From an optimization exercise on the open Yosys and OpenROAD flow, aimed at small area; shortcuts taken in it are not production practice. No run shown here included a check of the RTL's function; only the layout flow was run. Power figures rest on the tool's default switching activity, not on a simulated workload.

[flow/run.sh]
#!/bin/bash
# synth_recipe.tcl (not shown) runs the flow's synth.tcl, then flattens the netlist and writes it again
# the make line also repeats each setting of config.mk as NAME=value (left out here)
make -C /OpenROAD-flow-scripts/flow DESIGN_CONFIG=/design/flow/config.mk WORK_HOME=/design/flow/orfs CLKGATE_MAP_FILE= SYNTH_SCRIPT=/design/flow/synth_recipe.tcl finish
[flow/config.mk]
export PLATFORM = sky130hd
export DESIGN_NAME = cmd_int
export DESIGN_NICKNAME = cmd_int
export VERILOG_FILES = /design/flow/design.v
export SDC_FILE = /design/flow/constraint.sdc
export NUM_CORES = 8
export LEC_CHECK = 0
export CAP_MARGIN = 20
export CORE_MARGIN = 2
export CORE_UTILIZATION = 40
export CTS_BUF_LIST = sky130_fd_sc_hd__clkbuf_4
export SLEW_MARGIN = 20
[flow/constraint.sdc]
create_clock -name core_clock -period 5.0 [get_ports {i_clk}]
set_input_delay 1.0000 -clock core_clock [delete_from_list [all_inputs] [get_ports {i_clk}]]
set_output_delay 1.0000 -clock core_clock [all_outputs]
set_load 0.01 [all_outputs]
[flow/design.v]
module cmd_int(
input    wire        i_clk,
input    wire        i_rst,
input    wire        i_data_valid,
input    wire [7:0]  i_data,
output   reg         o_buff_en,
output   wire        o_data_valid,
output   wire [7:0]  o_data,
output   reg         o_srst,
output   reg         o_pgrm_icap,
output   wire [26:0] o_ddr_strt_addr,
output   wire [19:0] o_trans_len,
output   reg         o_load,
input    wire  [19:0]i_icap_clk_cnt,
input    wire  [19:0]i_total_clk_cnt,
input    wire        i_uart_tx_buffer_full,
input    wire        i_dma_done,
output   reg         o_pr_reset
);
function [5:0] ac_next;
  input [5:0] s;
  input [7:0] c;
  begin
    case (s)
      6'd0:  
        case (c)
          8'h43: ac_next = 6'd1;
          8'h44: ac_next = 6'd2;
          8'h4E: ac_next = 6'd3;
          8'h50: ac_next = 6'd4;
          8'h52: ac_next = 6'd5;
          8'h53: ac_next = 6'd6;
          default: ac_next = 6'd0;
        endcase
      6'd1:  
        case (c)
          8'h43: ac_next = 6'd1;
          8'h44: ac_next = 6'd2;
          8'h49: ac_next = 6'd7;
          8'h4D: ac_next = 6'd8;
          8'h4E: ac_next = 6'd3;
          8'h50: ac_next = 6'd4;
          8'h52: ac_next = 6'd5;
          8'h53: ac_next = 6'd6;
          default: ac_next = 6'd0;
        endcase
      6'd2:  
        case (c)
          8'h43: ac_next = 6'd1;
          8'h44: ac_next = 6'd2;
          8'h4D: ac_next = 6'd9;
          8'h4E: ac_next = 6'd3;
          8'h50: ac_next = 6'd4;
          8'h52: ac_next = 6'd5;
          8'h53: ac_next = 6'd6;
          default: ac_next = 6'd0;
        endcase
      6'd3:  
        case (c)
          8'h43: ac_next = 6'd10;
          8'h44: ac_next = 6'd2;
          8'h4E: ac_next = 6'd3;
          8'h50: ac_next = 6'd4;
          8'h52: ac_next = 6'd5;
          8'h53: ac_next = 6'd6;
          default: ac_next = 6'd0;
        endcase
      6'd4:  
        case (c)
          8'h43: ac_next = 6'd1;
          8'h44: ac_next = 6'd2;
          8'h49: ac_next = 6'd11;
          8'h4E: ac_next = 6'd3;
          8'h50: ac_next = 6'd4;
          8'h52: ac_next = 6'd5;
          8'h53: ac_next = 6'd6;
          default: ac_next = 6'd0;
        endcase
      6'd5:  
        case (c)
          8'h43: ac_next = 6'd1;
          8'h44: ac_next = 6'd2;
          8'h4E: ac_next = 6'd3;
          8'h50: ac_next = 6'd12;
          8'h52: ac_next = 6'd5;
          8'h53: ac_next = 6'd13;
          default: ac_next = 6'd0;
        endcase
      6'd6:  
        case (c)
          8'h41: ac_next = 6'd14;
          8'h43: ac_next = 6'd1;
          8'h44: ac_next = 6'd2;
          8'h4C: ac_next = 6'd15;
          8'h4E: ac_next = 6'd3;
          8'h50: ac_next = 6'd4;
          8'h52: ac_next = 6'd16;
          8'h53: ac_next = 6'd6;
          default: ac_next = 6'd0;
        endcase
      6'd7:  
        case (c)
          8'h43: ac_next = 6'd1;
          8'h44: ac_next = 6'd2;
          8'h4E: ac_next = 6'd17;
          8'h50: ac_next = 6'd4;
          8'h52: ac_next = 6'd5;
          8'h53: ac_next = 6'd6;
          default: ac_next = 6'd0;
        endcase
      6'd8:  
        case (c)
          8'h43: ac_next = 6'd1;
          8'h44: ac_next = 6'd2;
          8'h4E: ac_next = 6'd3;
          8'h4F: ac_next = 6'd18;
          8'h50: ac_next = 6'd4;
          8'h52: ac_next = 6'd5;
          8'h53: ac_next = 6'd6;
          default: ac_next = 6'd0;
        endcase
      6'd9:  
        case (c)
          8'h43: ac_next = 6'd1;
          8'h44: ac_next = 6'd2;
          8'h4E: ac_next = 6'd3;
          8'h4F: ac_next = 6'd19;
          8'h50: ac_next = 6'd4;
          8'h52: ac_next = 6'd5;
          8'h53: ac_next = 6'd6;
          default: ac_next = 6'd0;
        endcase
      6'd10:  
        case (c)
          8'h43: ac_next = 6'd1;
          8'h44: ac_next = 6'd2;
          8'h49: ac_next = 6'd7;
          8'h4D: ac_next = 6'd8;
          8'h4E: ac_next = 6'd3;
          8'h4F: ac_next = 6'd20;
          8'h50: ac_next = 6'd4;
          8'h52: ac_next = 6'd5;
          8'h53: ac_next = 6'd6;
          default: ac_next = 6'd0;
        endcase
      6'd11:  
        case (c)
          8'h43: ac_next = 6'd21;
          8'h44: ac_next = 6'd2;
          8'h4E: ac_next = 6'd3;
          8'h50: ac_next = 6'd4;
          8'h52: ac_next = 6'd5;
          8'h53: ac_next = 6'd6;
          default: ac_next = 6'd0;
        endcase
      6'd12:  
        case (c)
          8'h43: ac_next = 6'd1;
          8'h44: ac_next = 6'd2;
          8'h49: ac_next = 6'd11;
          8'h4E: ac_next = 6'd3;
          8'h50: ac_next = 6'd4;
          8'h52: ac_next = 6'd22;
          8'h53: ac_next = 6'd6;
          default: ac_next = 6'd0;
        endcase
      6'd13:  
        case (c)
          8'h41: ac_next = 6'd14;
          8'h43: ac_next = 6'd1;
          8'h44: ac_next = 6'd2;
          8'h4C: ac_next = 6'd15;
          8'h4E: ac_next = 6'd3;
          8'h50: ac_next = 6'd4;
          8'h52: ac_next = 6'd16;
          8'h53: ac_next = 6'd6;
          8'h54: ac_next = 6'd23;
          default: ac_next = 6'd0;
        endcase
      6'd14:  
        case (c)
          8'h43: ac_next = 6'd1;
          8'h44: ac_next = 6'd24;
          8'h4E: ac_next = 6'd3;
          8'h50: ac_next = 6'd4;
          8'h52: ac_next = 6'd5;
          8'h53: ac_next = 6'd6;
          default: ac_next = 6'd0;
        endcase
      6'd15:  
        case (c)
          8'h43: ac_next = 6'd1;
          8'h44: ac_next = 6'd2;
          8'h45: ac_next = 6'd25;
          8'h4E: ac_next = 6'd3;
          8'h50: ac_next = 6'd4;
          8'h52: ac_next = 6'd5;
          8'h53: ac_next = 6'd6;
          default: ac_next = 6'd0;
        endcase
      6'd16:  
        case (c)
          8'h43: ac_next = 6'd1;
          8'h44: ac_next = 6'd2;
          8'h4E: ac_next = 6'd3;
          8'h50: ac_next = 6'd12;
          8'h52: ac_next = 6'd5;
          8'h53: ac_next = 6'd26;
          default: ac_next = 6'd0;
        endcase
      6'd17:  
        case (c)
          8'h43: ac_next = 6'd10;
          8'h44: ac_next = 6'd2;
          8'h4E: ac_next = 6'd3;
          8'h50: ac_next = 6'd4;
          8'h52: ac_next = 6'd5;
          8'h53: ac_next = 6'd6;
          8'h54: ac_next = 6'd27;
          default: ac_next = 6'd0;
        endcase
      6'd18:  
        case (c)
          8'h43: ac_next = 6'd1;
          8'h44: ac_next = 6'd28;
          8'h4E: ac_next = 6'd3;
          8'h50: ac_next = 6'd4;
          8'h52: ac_next = 6'd5;
          8'h53: ac_next = 6'd6;
          default: ac_next = 6'd0;
        endcase
      6'd19:  
        case (c)
          8'h43: ac_next = 6'd1;
          8'h44: ac_next = 6'd29;
          8'h4E: ac_next = 6'd3;
          8'h50: ac_next = 6'd4;
          8'h52: ac_next = 6'd5;
          8'h53: ac_next = 6'd6;
          default: ac_next = 6'd0;
        endcase
      6'd20:  
        case (c)
          8'h43: ac_next = 6'd1;
          8'h44: ac_next = 6'd2;
          8'h4E: ac_next = 6'd30;
          8'h50: ac_next = 6'd4;
          8'h52: ac_next = 6'd5;
          8'h53: ac_next = 6'd6;
          default: ac_next = 6'd0;
        endcase
      6'd21:  
        case (c)
          8'h43: ac_next = 6'd1;
          8'h44: ac_next = 6'd2;
          8'h49: ac_next = 6'd7;
          8'h4D: ac_next = 6'd8;
          8'h4E: ac_next = 6'd3;
          8'h50: ac_next = 6'd31;
          8'h52: ac_next = 6'd5;
          8'h53: ac_next = 6'd6;
          default: ac_next = 6'd0;
        endcase
      6'd22:  
        case (c)
          8'h43: ac_next = 6'd1;
          8'h44: ac_next = 6'd2;
          8'h4E: ac_next = 6'd3;
          8'h50: ac_next = 6'd12;
          8'h52: ac_next = 6'd32;
          8'h53: ac_next = 6'd13;
          default: ac_next = 6'd0;
        endcase
      6'd23:  
        case (c)
          8'h31: ac_next = 6'd33;
          8'h32: ac_next = 6'd34;
          8'h43: ac_next = 6'd1;
          8'h44: ac_next = 6'd2;
          8'h4E: ac_next = 6'd3;
          8'h50: ac_next = 6'd4;
          8'h52: ac_next = 6'd5;
          8'h53: ac_next = 6'd6;
          default: ac_next = 6'd0;
        endcase
      6'd24:  
        case (c)
          8'h43: ac_next = 6'd1;
          8'h44: ac_next = 6'd2;
          8'h4D: ac_next = 6'd9;
          8'h4E: ac_next = 6'd3;
          8'h50: ac_next = 6'd4;
          8'h52: ac_next = 6'd35;
          8'h53: ac_next = 6'd6;
          default: ac_next = 6'd0;
        endcase
      6'd25:  
        case (c)
          8'h43: ac_next = 6'd1;
          8'h44: ac_next = 6'd2;
          8'h4E: ac_next = 6'd36;
          8'h50: ac_next = 6'd4;
          8'h52: ac_next = 6'd5;
          8'h53: ac_next = 6'd6;
          default: ac_next = 6'd0;
        endcase
      6'd26:  
        case (c)
          8'h41: ac_next = 6'd14;
          8'h43: ac_next = 6'd1;
          8'h44: ac_next = 6'd2;
          8'h4C: ac_next = 6'd15;
          8'h4E: ac_next = 6'd3;
          8'h50: ac_next = 6'd4;
          8'h52: ac_next = 6'd16;
          8'h53: ac_next = 6'd6;
          8'h54: ac_next = 6'd37;
          default: ac_next = 6'd0;
        endcase
      6'd27:  
        case (c)
          8'h43: ac_next = 6'd1;
          8'h44: ac_next = 6'd2;
          8'h4E: ac_next = 6'd3;
          8'h50: ac_next = 6'd4;
          8'h52: ac_next = 6'd5;
          8'h53: ac_next = 6'd6;
          default: ac_next = 6'd0;
        endcase
      6'd28:  
        case (c)
          8'h43: ac_next = 6'd1;
          8'h44: ac_next = 6'd2;
          8'h4D: ac_next = 6'd9;
          8'h4E: ac_next = 6'd3;
          8'h50: ac_next = 6'd4;
          8'h52: ac_next = 6'd5;
          8'h53: ac_next = 6'd6;
          default: ac_next = 6'd0;
        endcase
      6'd29:  
        case (c)
          8'h43: ac_next = 6'd1;
          8'h44: ac_next = 6'd2;
          8'h4D: ac_next = 6'd9;
          8'h4E: ac_next = 6'd3;
          8'h50: ac_next = 6'd4;
          8'h52: ac_next = 6'd5;
          8'h53: ac_next = 6'd6;
          default: ac_next = 6'd0;
        endcase
      6'd30:  
        case (c)
          8'h43: ac_next = 6'd10;
          8'h44: ac_next = 6'd2;
          8'h4E: ac_next = 6'd3;
          8'h50: ac_next = 6'd4;
          8'h52: ac_next = 6'd5;
          8'h53: ac_next = 6'd6;
          default: ac_next = 6'd0;
        endcase
      6'd31:  
        case (c)
          8'h43: ac_next = 6'd1;
          8'h44: ac_next = 6'd2;
          8'h49: ac_next = 6'd11;
          8'h4E: ac_next = 6'd3;
          8'h50: ac_next = 6'd4;
          8'h52: ac_next = 6'd5;
          8'h53: ac_next = 6'd6;
          default: ac_next = 6'd0;
        endcase
      6'd32:  
        case (c)
          8'h43: ac_next = 6'd1;
          8'h44: ac_next = 6'd2;
          8'h4E: ac_next = 6'd3;
          8'h50: ac_next = 6'd12;
          8'h52: ac_next = 6'd5;
          8'h53: ac_next = 6'd13;
          default: ac_next = 6'd0;
        endcase
      6'd33:  
        case (c)
          8'h43: ac_next = 6'd1;
          8'h44: ac_next = 6'd2;
          8'h4E: ac_next = 6'd3;
          8'h50: ac_next = 6'd4;
          8'h52: ac_next = 6'd5;
          8'h53: ac_next = 6'd6;
          default: ac_next = 6'd0;
        endcase
      6'd34:  
        case (c)
          8'h43: ac_next = 6'd1;
          8'h44: ac_next = 6'd2;
          8'h4E: ac_next = 6'd3;
          8'h50: ac_next = 6'd4;
          8'h52: ac_next = 6'd5;
          8'h53: ac_next = 6'd6;
          default: ac_next = 6'd0;
        endcase
      6'd35:  
        case (c)
          8'h43: ac_next = 6'd1;
          8'h44: ac_next = 6'd2;
          8'h4E: ac_next = 6'd3;
          8'h50: ac_next = 6'd12;
          8'h52: ac_next = 6'd5;
          8'h53: ac_next = 6'd13;
          default: ac_next = 6'd0;
        endcase
      6'd36:  
        case (c)
          8'h43: ac_next = 6'd10;
          8'h44: ac_next = 6'd2;
          8'h4E: ac_next = 6'd3;
          8'h50: ac_next = 6'd4;
          8'h52: ac_next = 6'd5;
          8'h53: ac_next = 6'd6;
          default: ac_next = 6'd0;
        endcase
      6'd37:  
        case (c)
          8'h31: ac_next = 6'd33;
          8'h32: ac_next = 6'd34;
          8'h43: ac_next = 6'd1;
          8'h44: ac_next = 6'd2;
          8'h4E: ac_next = 6'd3;
          8'h50: ac_next = 6'd4;
          8'h52: ac_next = 6'd5;
          8'h53: ac_next = 6'd6;
          default: ac_next = 6'd0;
        endcase
      default: ac_next = 6'd0;
    endcase
  end
endfunction
localparam [5:0] AC_CMOD = 6'd28;
localparam [5:0] AC_DMOD = 6'd29;
localparam [5:0] AC_SADR = 6'd35;
localparam [5:0] AC_SLEN = 6'd36;
localparam [5:0] AC_SRST = 6'd37;
localparam [5:0] AC_PICP = 6'd31;
localparam [5:0] AC_RST1 = 6'd33;
localparam [5:0] AC_RST2 = 6'd34;
localparam [5:0] AC_CINT = 6'd27;
localparam [5:0] AC_NCON = 6'd30;
localparam [5:0] AC_RPRR = 6'd32;
localparam [5:0] AC_ROOT = 6'd0;
localparam [5:0] AC_PEND = 6'd38;
localparam [3:0] CMOD = 4'd0, DMOD = 4'd1, SADR = 4'd2, SLEN = 4'd3, SRST = 4'd4,
                 PICP = 4'd5, RST1 = 4'd6, RST2 = 4'd7, CINT = 4'd8, START = 4'd9,
                 NCON = 4'd10, RPRR = 4'd11;
reg  [5:0]  ac;
reg  [3:0]  state;
reg  [4:0]  len_cnt;
reg         tx_valid;
reg         tx_bit;
reg  [1:0]  buff_wr_addr;
reg  [1:0]  buff_rd_addr;
reg  [7:0]  config_cnter [0:3];
reg  [23:0] addr_reg;                
reg  [19:0] len_reg;                 
reg  [43:0] mem [0:3];               
wire m_cmod = (ac == AC_CMOD);
wire st_cmod  = (state == CMOD);
wire st_start = (state == START);
wire buff_wr_en = (state == DMOD) & (ac == AC_PEND);
wire [7:0] cnt_sel = config_cnter[buff_rd_addr];
wire [7:0] tx_data = st_cmod ? {cnt_sel[7:4] + 4'd3, cnt_sel[3:0]} : {7'b0011000, tx_bit};
assign o_data_valid = (state == DMOD) ? 1'b0 : i_data_valid | tx_valid;
assign o_data       = tx_valid ? tx_data : i_data;
wire [43:0] rd_data = mem[buff_rd_addr];
assign o_ddr_strt_addr = {3'b000, st_start ? rd_data[43:20] : addr_reg};
assign o_trans_len     = st_start ? rd_data[19:0] : len_reg;
wire [3:0] digit = (i_data < 8'd58) ? i_data[3:0] : i_data[3:0] + 4'd9;
wire       rst_bit = (state == RST1) ? i_icap_clk_cnt[len_cnt] : i_total_clk_cnt[len_cnt];
always @(posedge i_clk) begin
    if (i_rst)
        ac <= AC_ROOT;
    else if (st_cmod & ((ac == AC_DMOD) | (ac == AC_PICP) | (ac == AC_RST1) | (ac == AC_RST2) | (ac == AC_CINT)))
        ac <= AC_PEND;
    else if (ac == AC_PEND)
        ac <= AC_ROOT;
    else if (i_data_valid)
        ac <= ac_next(ac, i_data);
end
always @(posedge i_clk) begin
    if (~i_rst & (state == SADR) & i_data_valid) begin
        case (len_cnt[2:0])
            3'd0: addr_reg[23:20] <= digit;
            3'd1: addr_reg[19:16] <= digit;
            3'd2: addr_reg[15:12] <= digit;
            3'd3: addr_reg[11:8]  <= digit;
            3'd4: addr_reg[7:4]   <= digit;
            default: addr_reg[3:0] <= digit;
        endcase
    end
    if (~i_rst & (state == SLEN) & i_data_valid) begin
        case (len_cnt[2:0])
            3'd1: len_reg[19:16] <= digit;
            3'd2: len_reg[15:12] <= digit;
            3'd3: len_reg[11:8]  <= digit;
            3'd4: len_reg[7:4]   <= digit;
            3'd5: len_reg[3:0]   <= digit;
            default: ;
        endcase
    end
    if (buff_wr_en)
        mem[buff_wr_addr] <= {addr_reg, len_reg};
    if (~i_rst & (((state == CINT) | (state == NCON)) & i_data_valid))
        buff_rd_addr <= i_data[1:0];
end
always @(posedge i_clk) begin
    if (i_rst) begin
        state        <= CMOD;
        o_buff_en    <= 1'b0;
        len_cnt      <= 5'd0;
        o_srst       <= 1'b0;
        o_pgrm_icap  <= 1'b0;
        o_load       <= 1'b0;
        tx_valid     <= 1'b0;
        buff_wr_addr <= 2'b00;
        config_cnter[0] <= 8'd0;
        config_cnter[1] <= 8'd0;
        config_cnter[2] <= 8'd0;
        config_cnter[3] <= 8'd0;
        o_pr_reset   <= 1'b0;
    end else begin
        case (state)
            CMOD: begin
                o_buff_en   <= 1'b0;
                o_srst      <= 1'b0;
                o_pgrm_icap <= 1'b0;
                o_load      <= 1'b0;
                len_cnt     <= 5'd0;
                tx_valid    <= 1'b0;
                case (ac)
                    AC_DMOD: state <= DMOD;
                    AC_SADR: state <= SADR;
                    AC_SLEN: state <= SLEN;
                    AC_SRST: state <= SRST;
                    AC_PICP: begin state <= PICP; o_pgrm_icap <= 1'b1; end
                    AC_RST1: begin state <= RST1; len_cnt <= 5'd19; end
                    AC_RST2: begin state <= RST2; len_cnt <= 5'd19; end
                    AC_CINT: state <= CINT;
                    AC_NCON: state <= NCON;
                    AC_RPRR: state <= RPRR;
                    default: ;
                endcase
            end
            DMOD: begin
                if (m_cmod) begin
                    state        <= CMOD;
                    buff_wr_addr <= buff_wr_addr + 2'd1;
                end
                o_buff_en <= 1'b1;
            end
            SADR, SLEN: begin
                if (i_data_valid) begin
                    len_cnt <= len_cnt + 5'd1;
                    if (len_cnt == 5'd5) begin
                        state  <= CMOD;
                        o_load <= 1'b1;
                    end
                end
            end
            SRST: begin
                if (m_cmod) state <= CMOD;
                o_srst <= ~m_cmod;
            end
            RPRR: begin
                if (m_cmod) state <= CMOD;
                o_pr_reset <= ~m_cmod;
            end
            PICP: begin
                o_pgrm_icap <= 1'b0;
                if (i_dma_done) state <= CMOD;
            end
            RST1, RST2: begin
                if (~i_uart_tx_buffer_full & (len_cnt != 5'd31)) begin
                    tx_bit   <= rst_bit;
                    len_cnt  <= len_cnt - 5'd1;
                    tx_valid <= 1'b1;
                end else
                    tx_valid <= 1'b0;
                if (len_cnt == 5'd31) state <= CMOD;
            end
            CINT: begin
                if (i_data_valid) begin
                    o_load <= 1'b1;
                    state  <= START;
                end
            end
            START: begin
                o_pgrm_icap <= 1'b1;
                o_load      <= 1'b0;
                state       <= PICP;
                config_cnter[buff_rd_addr] <= cnt_sel + 8'd1;
            end
            NCON: begin
                if (i_data_valid) begin
                    tx_valid <= 1'b1;
                    state    <= CMOD;
                end
            end
            default: ;
        endcase
    end
end
endmodule
==> metrics.md, run 1 <==
| Metric | Value |
|---|---|
| Status | `timing/DRC/antenna clean` |
| DR vias | `roughly 9.8k` |
| Total global routing overflow | `0` |
| Fin crit share | `between 80% and 90%` |
| CTS tree | `built` |
| Vert. Die Dim | `about 190 um` |
| Die Span X | `191 um` |
| Hold Fails Final Rpt | `0` |
| Peak Freq | `approximately 230 MHz` |
| Via density | `5.70` |
| Synthesized instance count | `~1.1k` |
| Clock sink count | `280` |
| Final Total Pwr | `between 5 and 6 mW` |
| Worst Setup Start Kind | `register` |
| Slew Limit Fails | `0` |
| Post-layout nets | `~1.3k` |
| Largest area contributor in the netlist | `edfxtp_1` |
| Vias in the first global route | `9621` |
| Slew headroom | `~33%` |
| CTS Hold Buffers Added | `0` |
| Post-CTS Setup Inserts | `0` |
| Largest net degree at the start of global routing | `45` |
| Number of primary I/O pins | `around 110` |
| H-Tree Depth | `3` |
| Share of the synthesized area in the top cell type | `54.6%` |
| Clk root buf | `clkbuf_4` |
| Post-synthesis cell type count | `80` |
| Number of synthesized flops with an enable pin | `around 260` |
| Max Root-Sink Buffers | `3` |
| Layout cell share with drive strength beyond 1 | `between 20% and 30%` |
| Critical path fanouts, max | `33` |
| # rows | `just under 70` |
| Routability congestion estimate | `a little under 1` |
| Die area | `approximately 37000 um2` |
| Max cap viols | `0` |
| Final ANT Viol Nets | `0` |
| Synth warn | `1` |
| Seq/Total Area, Yosys | `between 50% and 60%` |
| Worst Max-Slew Pin Slew | `slightly above 1 ns` |
| Num CTS Buffers | `75` |
| Worst-skew pair later-pin latency | `0.71 ns` |
| Gr usage total | `21.4%` |
| Ys async rst share | `0%` |
| Final wirelength | `a little under 40000 um` |
| Final setup fails | `0` |
| Tmin final | `around 4.4 ns` |
| Mapped cell area | `between 10000 and 15000 um2` |
| HP Class | `register to register` |
| Worst-path clk slew | `0.07 ns` |
| Skew final | `approximately 0.050 ns` |
| Core footprint | `34500 um2` |
| Routed wire per std cell | `approximately 22 um` |
| CP max stage delay | `0.59 ns` |
| Area contributors post-synth | `edfxtp_1, mux4_2, mux2_2` |
| Initial antenna violation count | `3` |
| Crit-path slowest cell | `and3_2` |
| Initial Utilization | `roughly two fifths` |
| Worst vdd rail ir drop | `about 0.00015 V` |
| Worst Path Arrival | `3.35 ns` |
| Final TNS setup | `0 ns` |
| Number of synthesized register bits | `280` |
| RSZ-0062 raised after global routing | `false` |
| Syn_area_per_cell | `13.1 um2` |
| P per Cell Area | `roughly 320 nW/um2` |
| Port Buffer Count | `110` |
| DRC | `0` |
| 1st-pass router iterations | `6` |
| Area Overhead vs Synth | `18.5%` |
| First-pass GRT wire length | `approximately 59000 um` |
| HPWL reported at the end of detailed placement | `25900 um` |
| Kind of end point of the critical path | `output port` |
| Max FFs per register | `between 150 and 200` |
| Data required, critical path | `roughly 4 ns` |
| P_leak | `5.49 nW` |
| Crit path cell chain | `nor2_1, and3_2, buf_12, mux2_2, clkdlybuf4s50_1` |
| Ys flop type | `edfxtp_1` |
| Post_cts resized | `0` |
| Setup slack, reg-to-reg | `~1.5 ns` |
| Crit Path Category | `register to output port` |
| Iter 0 DRT Violations | `between 800 and 900` |
final timing paths:
kind / startpoint / end / depth (start not counted)
worst max-delay path: state[1] / o_ddr_strt_addr[1] / 5
worst min-delay path: o_srst / o_srst / 2
worst max register to register: state[1] / config_cnter[1][5] / 6
worst min register to register: o_srst / o_srst / 2
logic make-up (layout without fill, tap and decap cells):
group | count (synthesis) | count (layout) | share of synthesized area, %
flops | 280 | 280 | 58.2
xor+xnor | 20 | 20 | 1.25
mux | 116 | 116 | 14.4
compound gates | 188 | 188 | 8.81
buf+inv | 110 | 299 | 3.11
other cells | 1 | 5 | 0.0268
simple gates | 340 | 340 | 12.8
fa+ha+maj | 15 | 15 | 1.39
critical path, delay by kind of cell, from the launching register on:
kind                   cells  cell delay (ns)
buffers and inverters      2             0.86
multiplexers               1             0.37
flip-flops                 1             0.48
AND/OR/NAND/NOR            2             0.93
power by group:
group	switching, mW	internal, mW
logic	0.368	0.306
registers	0.0674	2.57
clock network	0.913	1.05
total	1.35	3.93
layout by cell type, fill, tap and decap left out, types with 8 or more instances in the layout:
master           instances
nand4_1                 12
nor3_1                  24
nand2b_1                25
buf_4                   29
nand3_1                 31
a21oi_1                 43
nor2_1                 100
mux2_2                  45
nand2_1                 53
nor2b_1                 16
clkdlybuf4s50_1        110
clkinv_1                12
o211ai_1                 8
inv_1                   27
nor4_1                   9
a31oi_1                 14
o21ai_0                 42
o22ai_1                  9
edfxtp_1               255
mux4_2                  64
clkbuf_4               109
xnor2_1                 10
dfxtp_1                 21
ha_1                    14
area by class of cell:
class	instances	area [um2]
repair buffers	141	1360
clock inverters	20	124
diodes	2	5.00
inverters	29	109
multi-input cells	682	5470
fillers	3089	17900
flip-flops and latches	280	8170
well taps	455	569
clock buffers	109	818
cells in the mapped netlist (8+ instances only):
cell type	number
ha_1	14
mux2_2	45
mux4_2	64
xnor2_1	13
buf_2	9
clkbuf_1	64
and3_1	8
inv_1	27
edfxtp_1	255
nand2_1	53
nor2_1	100
nor4_1	9
nand3_1	31
a31oi_1	14
nand4_1	12
nor2b_1	16
o21ai_0	42
a21oi_1	43
nand2b_1	25
o211ai_1	8
dfxtp_1	25
o22ai_1	9
nor3_1	24
metal layers:
layer / GRT usage (%) / part of all wire, %
met5: 0 / 0
met4: 8.79 / 2.8
met3: 4.63 / 5.6
met2: 33.2 / 47
met1: 29.2 / 44
metrics by stage:
stage	instances	area [um2]	util [%]	hold WS, ns	worst slack, ns
6_report	1718	16600	48.1	0.485	0.648
5_1_grt	1718	16600	48.1	0.532	0.468
4_1_cts	1716	16600	48.1	0.494	0.564
3_5_place_dp	1587	15700	45.4	0.477	0.975
3_3_place_gp	1587	15700	45.4	0.471	0.982
2_1_floorplan	1072	14000	-	0.469	1.72
==> run 2, diff against run 1 <==
--- a/flow/config.mk
+++ b/flow/config.mk
@@ -5,8 +5,9 @@
 export SDC_FILE = /design/flow/constraint.sdc
 export NUM_CORES = 8
 export LEC_CHECK = 0
+export ABC_AREA = 1
 export CAP_MARGIN = 20
 export CORE_MARGIN = 2
 export CORE_UTILIZATION = 40
-export CTS_BUF_LIST = sky130_fd_sc_hd__clkbuf_4
+export CTS_BUF_LIST = sky130_fd_sc_hd__clkbuf_2 sky130_fd_sc_hd__clkbuf_4
 export SLEW_MARGIN = 20
==> metrics.md, run 2 <==
| Metric | Value |
|---|---|
| Tmin final | `4.36 ns (was 4.35 ns)` |
| CP max stage delay | `0.72 ns (was 0.59 ns)` |
| Number of primary I/O pins | `114 (unchanged)` |
| Crit path cell chain | `nand2_1, nor2_4, buf_12, nor2_1, a31oi_1, clkdlybuf4s50_1 (was nor2_1, and3_2, buf_12, mux2_2, clkdlybuf4s50_1)` |
| Skew final | `0.0557 ns (was 0.0504 ns)` |
| Area contributors post-synth | `edfxtp_1, nor2_1, nand2_1 (was edfxtp_1, mux4_2, mux2_2)` |
| Worst Setup Start Kind | `register (unchanged)` |
| Syn_area_per_cell | `9.29 um2 (was 13.1 um2)` |
| Kind of end point of the critical path | `output port (unchanged)` |
| Synth warn | `1 (unchanged)` |
| DR vias | `11.6k (was 9797)` |
| Compound-cell area share of the yosys netlist | `12.1% (was 8.81%)` |
| Fillers | `3292 (was 3089)` |
| Via density | `5.31 (was 5.70)` |
| Most frequent cells in the layout | `nor2_1, edfxtp_1, nand2_1, o21ai_0, clkbuf_4 (was edfxtp_1, clkdlybuf4s50_1, clkbuf_4, nor2_1, mux4_2)` |
| Count leader, synth | `nor2_1 (was edfxtp_1)` |
| P_leak | `6.39 nW (was 5.49 nW)` |
| Core footprint | `34700 um2 (was 34500 um2)` |
| HP Class | `register to register (unchanged)` |
| Synth Area in Adders | `1.38% (was 1.39%)` |
| Peak Freq | `229 MHz (was 230 MHz)` |
| Worst Path Buf+Inv | `2 (unchanged)` |
| Commonest non-fill, non-tap cell in the layout | `nor2_1 (was edfxtp_1)` |
| 1st-pass router iterations | `6 (unchanged)` |
| Port Buffer Count | `110 (unchanged)` |
| Crit Path Category | `register to output port (unchanged)` |
| Largest area contributor in the netlist | `edfxtp_1 (unchanged)` |
| Register area | `8160 um2 (was 8170 um2)` |
| Area Overhead vs Synth | `18.6% (was 18.5%)` |
| Post-synthesis cell type count | `62 (was 80)` |
| Share of the synthesized area in the top cell type | `54.1% (was 54.6%)` |
| Final ANT Viol Nets | `0 (unchanged)` |
| Initial antenna violation count | `2 (was 3)` |
| Placed Area | `15700 um2 (about the same)` |
| Post-Synth Simple-Gate Area | `23.3% (was 12.8%)` |
| Data required, critical path | `4.00 ns (about the same)` |
| Num CTS Buffers | `76 (was 75)` |
| Iter 0 DRT Violations | `1136 (was 870)` |
| Vert. Die Dim | `192 um (was 191 um)` |
| Seq/Total Area, Yosys | `57.7% (was 58.2%)` |
| Worst vdd rail ir drop | `0.000176 V (was 0.000147 V)` |
| Worst Max-Slew Pin Slew | `0.926 ns (was 1.01 ns)` |
| Vias in the first global route | `11.4k (was 9621)` |
| Multi-input logic area | `5330 um2 (was 5470 um2)` |
| HPWL reported at the end of detailed placement | `25900 um (about the same)` |
| Critical path fanouts, max | `51 (was 33)` |
| Worst-skew pair later-pin latency | `0.70 ns (was 0.71 ns)` |
| Crit path max-delay family | `simple AND/OR/NAND/NOR gates (unchanged)` |
| Final TNS setup | `0 ns (unchanged)` |
| Fin crit share | `87.3% (was 87.0%)` |
| Final setup fails | `0 (unchanged)` |
| CTS tree | `built (unchanged)` |
| Xor and xnor area share after synthesis | `0.495% (was 1.25%)` |
| Post-CTS Setup Inserts | `0 (unchanged)` |
| Post-layout nets | `1741 (was 1277)` |
| Synthesized instance count | `1523 (was 1070)` |
| RSZ-0062 raised after global routing | `false (unchanged)` |
| Gr usage total | `21.8% (was 21.4%)` |
| Number of synthesized flops with an enable pin | `255 (unchanged)` |
| Fin Hold WS | `0.475 ns (was 0.485 ns)` |
| Max FFs per register | `176 (unchanged)` |
| Mapped cell area | `14100 um2 (was 14000 um2)` |
| Worst Path Arrival | `3.36 ns (was 3.35 ns)` |
| Slew Limit Fails | `0 (unchanged)` |
| # rows | `68 (unchanged)` |
| Die Span X | `192 um (was 191 um)` |
| Ys async rst share | `0% (unchanged)` |
| Status | `timing/DRC/antenna clean (unchanged)` |
| Max cap viols | `0 (unchanged)` |
| Routability congestion estimate | `0.979 (was 0.970)` |
| Post_cts resized | `0 (unchanged)` |
| Design Area, Final | `16800 um2 (was 16600 um2)` |
| H-Tree Depth | `3 (unchanged)` |
| Clk root buf | `clkbuf_4 (unchanged)` |
| Final wirelength | `39600 um (was 38600 um)` |
| First-pass GRT wire length | `62200 um (was 58500 um)` |
| Routed wire per std cell | `18.1 um (was 22.5 um)` |
| Worst-path clk slew | `0.06 ns (was 0.07 ns)` |
| Clock sink count | `280 (unchanged)` |
| Ys flop type | `edfxtp_1 (unchanged)` |
| Layout cell share with drive strength beyond 1 | `13.5% (was 23.2%)` |
| DRC | `0 (unchanged)` |
| Slew headroom | `38.1% (was 32.6%)` |
| Post-synth top cells | `nor2_1, edfxtp_1, nand2_1, o21ai_0, inv_1 (was edfxtp_1, nor2_1, clkbuf_1, mux4_2, nand2_1)` |
| CTS Hold Buffers Added | `0 (unchanged)` |
| Largest net degree at the start of global routing | `89 (was 45)` |
| Max Root-Sink Buffers | `3 (unchanged)` |
| Initial Utilization | `40.8% (was 40.6%)` |
| Total global routing overflow | `0 (unchanged)` |
| Final Total Pwr | `6.27 mW (was 5.28 mW)` |
| P per Cell Area | `374 nW/um2 (was 318 nW/um2)` |
| Number of synthesized register bits | `280 (unchanged)` |
| Die area | `36900 um2 (was 36600 um2)` |
| Largest family of logic cells by synthesized area | `simple AND/OR/NAND/NOR gates (was multiplexers)` |
| Hold Fails Final Rpt | `0 (unchanged)` |
| Crit-path slowest cell | `nor2_4 (was and3_2)` |
| Mux contribution to synthesized area | `0% (was 14.4%)` |
-- run 2: path summary, 6_finish.rpt --
| check | endpoint | slack, ns | cells past startpoint | from |
|---|---|---|---|---|
| setup / recovery | o_ddr_strt_addr[22] | 0.64 | 6 | state[3] |
| hold / removal | o_buff_en | 0.47 | 2 | o_buff_en |
| setup reg to reg | config_cnter[0][1] | 1.54 | 8 | state[3] |
| hold reg to reg | o_buff_en | 0.47 | 2 | o_buff_en |
-- run 2: cell type report --
class                   count  share of cell area [%]
flip-flops and latches    280                    48.7
clock inverters            17                   0.918
inverters                 107                    2.42
repair buffers            129                    7.56
multi-input cells        1079                    31.8
clock buffers             117                    5.24
well taps                 455                    3.39
diodes                      2                  0.0298
-- run 2: logic make-up (layout without fill, tap and decap cells) --
family,Yosys count,after routing
other,1,5
buffers and inverters,166,370
and+or+nand+nor,767,767
AOI/OAI and AO/OA,286,286
DFF,280,280
adders and majority gates,15,15
xor gates and xnor gates,8,8
-- run 2: per-layer routing --
metal | track usage [%] | wire length [um]
met1 | 30.0 | 17600
met2 | 34.6 | 18200
met4 | 7.99 | 1020
met5 | 0 | 0
met3 | 3.96 | 2760
-- run 2: where the power goes --
| part | leakage (nW) | internal [mW] | switching [mW] |
|---|---|---|---|
| clock network | 0.611 | 1.22 | 0.930 |
| registers | 2.54 | 2.60 | 0.0870 |
| logic | 3.24 | 0.509 | 0.926 |
| total | 6.39 | 4.33 | 1.94 |
-- run 2: per-stage QoR --
stage,setup slack (ns),utilization [%],instances
finish,0.637,48.3,2186
CTS,0.616,48.3,2184
global route,0.451,48.3,2186
global placement,1.28,45.3,2050
detailed placement,1.27,45.3,2050
floorplan,1.63,-,1525
-- run 2: worst register-to-register path, delay by kind of cell, from the launching register on --
family                 cells  cell delay [ns]
buffers and inverters      2             0.51
DFF                        1             0.40
and+or+nand+nor            6             2.14

==> separate check: timing with driven ports <==
The results above use ideal ports. As a check the final layouts listed here were re-extracted and re-timed, cells and wires unchanged. Step 1: set_driving_cell puts a clkbuf_16 on i_clk and a buf_2 on each other input, an assumption about the parent block. Step 2, shift: input delay + t, output delay - t, t = (earliest + latest rising clock arrival at the registers) / 2. This alone moves slack from input paths to output paths. Three values: no drivers, after step 1, after step 2; two values: the first two.
run	t (ns)	setup slack, ns	worst slew at a driven data input, ns
run 1	0.737	0.648 / 0.599 / 0.926	0.06
run 2	0.718	0.637 / 0.588 / 1.227	0.05
After both steps every run listed still meets setup and hold.
